What follows belongs to an exercise in optimizing a design on an open flow for small area; a production flow would make more cautious choices.
At most, simulation tests tie the RTL to the original design; equivalence was not proved.
The clock port is modelled as an ideal driver, which makes a skipped or thinned clock tree look cheaper than it is; a real chip needs a root buffer or a tree.
Power is estimated from default activity; no workload was simulated.

## indigo
Design cq, start of the top module:
module cq(input wire clk, reset, wr, rd, input wire[15:0] din, output wire empty, full, output wire[15:0] dout);
    reg [2:0] c;
    reg [15:0] e0, e1, e2, e3, e4, e5, e6;
    wire [7:1] s;
    cq_nor3 g_empty (c[2], c[1], c[0], empty);
    assign full = s[7];
    wire push, pop;
    cq_push g_push (full, wr, push);
    cq_pop g_pop (c, rd, pop);
    wire t, k0, k1, x0, n1, x1, n2, x2;
    wire [2:0] cn;
    cq_xor2 g_t (push, pop, t);
    cq_xnor2 g_k0 (c[0], push, k0);
    cq_xnor2 g_k1 (c[1], push, k1);
    cq_xnor2 g_x0 (c[0], t, x0);
    cq_nor2 g_c0 (reset, x0, cn[0]);
    cq_nand2 g_n1 (t, k0, n1);
    cq_xor2 g_x1 (c[1], n1, x1);
    cq_nor2 g_c1 (reset, x1, cn[1]);
    cq_nand3 g_n2 (t, k0, k1, n2);
    cq_xor2 g_x2 (c[2], n2, x2);
    cq_nor2 g_c2 (reset, x2, cn[2]);
    always @(posedge clk) c <= cn;
    always @(posedge clk) begin
        if (push) begin
            e0 <= din;
            e1 <= e0;
            e2 <= e1;
            e3 <= e2;
            e4 <= e3;
            e5 <= e4;
            e6 <= e5;
        end
    end
    cq_dec dec0 (c, s);
    cq_rmux rmux0 (s, e0, e1, e2, e3, e4, e5, e6, dout);
endmodule
Size in the first run: about 38 I/O pins, roughly 0.0040 mm^2 of cells after synthesis.
==> module cq_push, before the edit <==
module cq_push(input wire full, wr, output wire push);
    assign push = wr & ~full;
endmodule
==> module cq, before the edit <==
module cq(input wire clk, reset, wr, rd, input wire[15:0] din, output wire empty, full, output wire[15:0] dout);
    reg [2:0] c;
    reg [15:0] e0, e1, e2, e3, e4, e5, e6;
    wire [7:1] s;
    cq_nor3 g_empty (c[2], c[1], c[0], empty);
    assign full = s[7];
    wire push, pop;
    cq_push g_push (full, wr, push);
    cq_pop g_pop (c, rd, pop);
    wire t, k0, k1, x0, n1, x1, n2, x2;
    wire [2:0] cn;
    cq_xor2 g_t (push, pop, t);
    cq_xnor2 g_k0 (c[0], push, k0);
    cq_xnor2 g_k1 (c[1], push, k1);
    cq_xnor2 g_x0 (c[0], t, x0);
    cq_nor2 g_c0 (reset, x0, cn[0]);
    cq_nand2 g_n1 (t, k0, n1);
    cq_xor2 g_x1 (c[1], n1, x1);
    cq_nor2 g_c1 (reset, x1, cn[1]);
    cq_nand3 g_n2 (t, k0, k1, n2);
    cq_xor2 g_x2 (c[2], n2, x2);
    cq_nor2 g_c2 (reset, x2, cn[2]);
    always @(posedge clk) c <= cn;
    always @(posedge clk) begin
        if (push) begin
            e0 <= din;
            e1 <= e0;
            e2 <= e1;
            e3 <= e2;
            e4 <= e3;
            e5 <= e4;
            e6 <= e5;
        end
    end
    cq_dec dec0 (c, s);
    cq_rmux rmux0 (s, e0, e1, e2, e3, e4, e5, e6, dout);
endmodule
Settings: LEC_CHECK=0, CAP_MARGIN=20, CORE_MARGIN=2, CORE_UTILIZATION=55, SLEW_MARGIN=20, SYNTH_HIERARCHICAL=1; clock period 5.0 ns.
standard.sh (not shown) runs the stock make flow with config.mk's settings and CLKGATE_MAP_FILE= SYNTH_SCRIPT=/design/flow/synth_recipe.tcl, a recipe that flattens the netlist after the stock synthesis.
==> flow/flow/run.sh <==
#!/bin/bash
# Standard ORFS layout, with the port buffers made as sky130_fd_sc_hd__buf_1
# and a clock tree built by flow/cts_pre.tcl (see there).
set -euo pipefail
here=$(pwd)
bash standard.sh synth > synth.log 2>&1
export BUFFER_PORTS_ARGS="-buffer_cell sky130_fd_sc_hd__buf_1"
export PRE_CTS_TCL="$here/flow/cts_pre.tcl"
bash standard.sh > layout.log 2>&1
Other scripts of this flow, unchanged in this note and not shown: flow/flow/cts_pre.tcl, flow/flow/mytree.tcl
Input-level comparison between raven and indigo:
--- a/flow/design.v
+++ b/flow/design.v
@@ -260,15 +260,12 @@
 module cq_nor2(input wire a, b, output wire y);
     assign y = ~(a | b);
 endmodule
 module cq_nor3(input wire a, b, c, output wire y);
     assign y = ~(a | b | c);
 endmodule
-module cq_push(input wire full, wr, output wire push);
-    assign push = wr & ~full;
-endmodule
 module cq_pop(input wire [2:0] c, input wire rd, output wire pop);
     assign pop = rd & (c[2] | c[1] | c[0]);
 endmodule
 module cq_nand2(input wire a, b, output wire y);
     assign y = ~(a & b);
 endmodule
@@ -316,13 +313,15 @@
     reg [2:0] c;
     reg [15:0] e0, e1, e2, e3, e4, e5, e6;
     wire [7:1] s;
     cq_nor3 g_empty (c[2], c[1], c[0], empty);
     assign full = s[7];
     wire push, pop;
-    cq_push g_push (full, wr, push);
+    wire wr_n;
+    cq_inv g_wrn (wr, wr_n);
+    cq_nor2 g_push (full, wr_n, push);
     cq_pop g_pop (c, rd, pop);
     wire t, k0, k1, x0, n1, x1, n2, x2;
     wire [2:0] cn;
     cq_xor2 g_t (push, pop, t);
     cq_xnor2 g_k0 (c[0], push, k0);
     cq_xnor2 g_k1 (c[1], push, k1);
Notes after the runs:
Cmp indigo and raven / switching portion of total power / lower: indigo. As far as starting density of the core is concerned, raven and indigo perform about the same. Delta (raven minus indigo): post-placement worst setup slack up 0.0041 ns, normalized max-slew margin down 5.1 points, wire length of the first global-routing pass down about 2.2%, sequential fraction of design power flat, total placed instance area flat. raven vs indigo: total track usage up in raven. Summary of raven over indigo: die area neither gained nor lost much, sequential share of cell area neither gained nor lost much.
In every run of this note, the design's own scripts or RTL, not TritonCTS, make the clock network.

========
cq, a different RTL version from the one above (not shown whole).
Size in the first run: about 210 cells after synthesis, about 120 flip-flops, roughly 38 I/O pins, about 0.0042 mm² of cells after synthesis.
==> flow/design.v (excerpt) <==
module cq(input wire clk, reset, wr, rd, input wire[15:0] din, output wire empty, full, output wire[15:0] dout);
==> module cq_rmux, before the edit <==
module cq_rmux(input wire [7:1] s, input wire [15:0] e0, e1, e2, e3, e4, e5, e6,
               output wire [15:0] o);
    assign o = ({16{s[1]}} & e0) | ({16{s[2]}} & e1) | ({16{s[3]}} & e2) |
               ({16{s[4]}} & e3) | ({16{s[5]}} & e4) | ({16{s[6]}} & e5) |
               ({16{s[7]}} & e6);
endmodule
clock: 5.0 ns
lec_check: 0
cap_margin: 20
core_margin: 2
core_utilization: 55
slew_margin: 20
synth_hierarchical: 1
==> flow/flow/run.sh <==
#!/bin/bash
# Standard ORFS layout, with the port buffers made as sky130_fd_sc_hd__buf_1
# and a clock tree of sky130_fd_sc_hd__clkbuf_4 without dummy loads.
set -euo pipefail
bash standard.sh synth > synth.log 2>&1
export BUFFER_PORTS_ARGS="-buffer_cell sky130_fd_sc_hd__buf_1"
export CTS_ARGS="-sink_clustering_enable -repair_clock_nets -dont_use_dummy_load -buf_list sky130_fd_sc_hd__clkbuf_4"
bash standard.sh > layout.log 2>&1
Edit:
--- a/flow/design.v
+++ b/flow/design.v
@@ -260,11 +260,23 @@
     assign s[6] =  c[2] &  c[1] & ~c[0];
     assign s[7] =  c[2] &  c[1] &  c[0];
 endmodule
+module cq_aoi222(input wire a0, b0, a1, b1, a2, b2, output wire y);
+    assign y = ~((a0 & b0) | (a1 & b1) | (a2 & b2));
+endmodule
+module cq_rbit(input wire [7:1] s, input wire [6:0] e, output wire o);
+    wire n0, n1;
+    cq_aoi222 g0 (s[1], e[0], s[2], e[1], s[3], e[2], n0);
+    cq_aoi222 g1 (s[4], e[3], s[5], e[4], s[6], e[5], n1);
+    assign o = ~(n0 & n1 & ~(s[7] & e[6]));
+endmodule
 module cq_rmux(input wire [7:1] s, input wire [15:0] e0, e1, e2, e3, e4, e5, e6,
                output wire [15:0] o);
-    assign o = ({16{s[1]}} & e0) | ({16{s[2]}} & e1) | ({16{s[3]}} & e2) |
-               ({16{s[4]}} & e3) | ({16{s[5]}} & e4) | ({16{s[6]}} & e5) |
-               ({16{s[7]}} & e6);
+    genvar i;
+    generate
+        for (i = 0; i < 16; i = i + 1) begin : b
+            cq_rbit r (s, {e6[i], e5[i], e4[i], e3[i], e2[i], e1[i], e0[i]}, o[i]);
+        end
+    endgenerate
 endmodule
 module cq(input wire clk, reset, wr, rd, input wire[15:0] din, output wire empty, full, output wire[15:0] dout);
     reg [2:0] c;
After rerunning: Count of clock-buffer cells in the layout is unchanged. Total power is higher by about 0.6%. Critical path depth went up by 1. Sequential share of layout area rises by 0.31 points. Core utilization climbs by 0.41 points. Combinational power climbs by about 5%. Synthesized area goes down by about 2%.
Function not checked in the first run of this note: the RTL went through the layout flow alone.

========
== rev 12 ==
RTL: one of the versions met above, not the one the previous note started from.
Size: ~200 cells after synthesis, ~120 flip-flops, roughly 38 I/O pins, ~0.0040 sq mm of cells after synthesis.
==> module cq_nor2, before the edit <==
module cq_nor2(input wire a, b, output wire y);
    assign y = ~(a | b);
endmodule
==> module cq_nor3, before the edit <==
module cq_nor3(input wire a, b, c, output wire y);
    assign y = ~(a | b | c);
endmodule
==> module cq_pop, before the edit <==
module cq_pop(input wire [2:0] c, input wire rd, output wire pop);
    assign pop = rd & (c[2] | c[1] | c[0]);
endmodule
==> module cq_nand2, before the edit <==
module cq_nand2(input wire a, b, output wire y);
    assign y = ~(a & b);
endmodule
==> module cq_nand3, before the edit <==
module cq_nand3(input wire a, b, c, output wire y);
    assign y = ~(a & b & c);
endmodule
==> module cq_xor2, before the edit <==
module cq_xor2(input wire a, b, output wire y);
    assign y = a ^ b;
endmodule
==> module cq_xnor2, before the edit <==
module cq_xnor2(input wire a, b, output wire y);
    assign y = ~(a ^ b);
endmodule
Settings: LEC_CHECK=0, CAP_MARGIN=20, CORE_MARGIN=2, CORE_UTILIZATION=55, SLEW_MARGIN=20, SYNTH_HIERARCHICAL=1; clock period 5.0 ns.
==> flow/flow/run.sh <==
#!/bin/bash
# Standard ORFS layout, with the port buffers made as sky130_fd_sc_hd__buf_1
# and a clock tree built by flow/cts_pre.tcl (see there).
set -euo pipefail
here=$(pwd)
bash standard.sh synth > synth.log 2>&1
export BUFFER_PORTS_ARGS="-buffer_cell sky130_fd_sc_hd__buf_1"
export PRE_CTS_TCL="$here/flow/cts_pre.tcl"
bash standard.sh > layout.log 2>&1
Other scripts of this flow, unchanged in this note and not shown: flow/flow/cts_pre.tcl, flow/flow/mytree.tcl
Here is what was changed in the inputs of rev 13 compared with rev 12.
--- a/flow/design.v
+++ b/flow/design.v
@@ -257,30 +257,6 @@
 module cq_inv(input wire a, output wire y);
     assign y = ~a;
 endmodule
-module cq_nor2(input wire a, b, output wire y);
-    assign y = ~(a | b);
-endmodule
-module cq_nor3(input wire a, b, c, output wire y);
-    assign y = ~(a | b | c);
-endmodule
-module cq_push(input wire full, wr, output wire push);
-    assign push = wr & ~full;
-endmodule
-module cq_pop(input wire [2:0] c, input wire rd, output wire pop);
-    assign pop = rd & (c[2] | c[1] | c[0]);
-endmodule
-module cq_nand2(input wire a, b, output wire y);
-    assign y = ~(a & b);
-endmodule
-module cq_nand3(input wire a, b, c, output wire y);
-    assign y = ~(a & b & c);
-endmodule
-module cq_xor2(input wire a, b, output wire y);
-    assign y = a ^ b;
-endmodule
-module cq_xnor2(input wire a, b, output wire y);
-    assign y = ~(a ^ b);
-endmodule
 module cq_dec(input wire [2:0] c, output wire [7:1] s);
     wire [2:0] n;
     cq_inv i0 (c[0], n[0]);
@@ -316,25 +292,19 @@
     reg [2:0] c;
     reg [15:0] e0, e1, e2, e3, e4, e5, e6;
     wire [7:1] s;
-    cq_nor3 g_empty (c[2], c[1], c[0], empty);
-    assign full = s[7];
-    wire push, pop;
-    cq_push g_push (full, wr, push);
-    cq_pop g_pop (c, rd, pop);
-    wire t, k0, k1, x0, n1, x1, n2, x2;
-    wire [2:0] cn;
-    cq_xor2 g_t (push, pop, t);
-    cq_xnor2 g_k0 (c[0], push, k0);
-    cq_xnor2 g_k1 (c[1], push, k1);
-    cq_xnor2 g_x0 (c[0], t, x0);
-    cq_nor2 g_c0 (reset, x0, cn[0]);
-    cq_nand2 g_n1 (t, k0, n1);
-    cq_xor2 g_x1 (c[1], n1, x1);
-    cq_nor2 g_c1 (reset, x1, cn[1]);
-    cq_nand3 g_n2 (t, k0, k1, n2);
-    cq_xor2 g_x2 (c[2], n2, x2);
-    cq_nor2 g_c2 (reset, x2, cn[2]);
-    always @(posedge clk) c <= cn;
+    assign empty = ~c[2] & ~c[1] & ~c[0];
+    assign full  = s[7];
+    wire push = wr & ~full;
+    wire pop  = rd & ~empty;
+    wire inc = push & ~pop, dec = pop & ~push;
+    always @(posedge clk) begin
+        if (reset) c <= 3'b000;
+        else begin
+            c[0] <= c[0] ^ (inc | dec);
+            c[1] <= c[1] ^ ((inc & c[0]) | (dec & ~c[0]));
+            c[2] <= c[2] ^ ((inc & c[0] & c[1]) | (dec & ~c[0] & ~c[1]));
+        end
+    end
     always @(posedge clk) begin
         if (push) begin
             e0 <= din;
Findings:
Result for rev 13 and rev 12: all clean
Looking at post-layout minimum cycle time, rev 13 sits 0.055 ns lower than rev 12 does.
Rev 13 against rev 12: slew at the pin with the worst max-slew slack higher; final worst setup slack higher.
met2 routed wirelength up about 7% in rev 13 wrt rev 12
Going from rev 12 to rev 13, the final critical-path share of the clock period was found to have gone down by 1.1 points.
Global-route usage delta (rev 12 -> rev 13): insignificant
Comparing clock group share of total power for rev 13 and rev 12, the smaller number came from rev 12.
Rev 12 consumes more power than rev 13.
On rev 13: worst hold slack after final layout is 0.0066 ns higher than what rev 12 gave.
Largest voltage drop on the vdd net is lower on rev 13
Initial antenna violation count came out exactly the same in rev 13 and rev 12.
Max freq rev 12 -> rev 13: improved
Xor/xnor share of the synthesized area on rev 13 is down relative to rev 12.
The RTL of rev 13 was laid out without a check of its function. No run of this note takes its clock network from TritonCTS; it comes from the design's own scripts or RTL.

-- re-timing with driven ports --
The flow's constraints put no driver on any port. The routed layouts listed below were extracted and timed again, unchanged, in two steps. Step 1 assumes that a clkbuf_16 drives the clock port and a buf_2 every other input. Step 2 times the ports against the registers' clock, not the clock port: input delays grow and output delays shrink by t, the midpoint of the rising clock arrivals with the driver on. a / b / c = ideal ports / drivers / drivers and shift; a / b = the first two.
| run | shift t [ns] | setup WS [ns] | worst hold slack (ns) | worst setup path after step 2 |
|---|---|---|---|---|
| indigo | 0.258 | 1.871 / 1.820 / 2.078 | 0.453 / 0.453 / 0.453 | register to output |
| raven | 0.263 | 1.876 / 1.828 / 2.091 | 0.451 / 0.451 / 0.451 | register to output |
| the first run of note 2 | 0.492 | 1.589 / 1.559 / 2.052 | 0.435 / 0.435 / 0.435 | register to output |
| the second run of note 2 | 0.482 | 1.763 / 1.734 / 2.055 | 0.442 / 0.442 / 0.442 | input to register |
| rev 12 | 0.445 | 1.663 / 1.637 / 2.082 | 0.454 / 0.454 / 0.454 | register to output |
| rev 13 | 0.451 | 1.718 / 1.691 / 2.142 | 0.460 / 0.460 / 0.460 | register to output |
After both steps setup and hold are still met in every run listed.
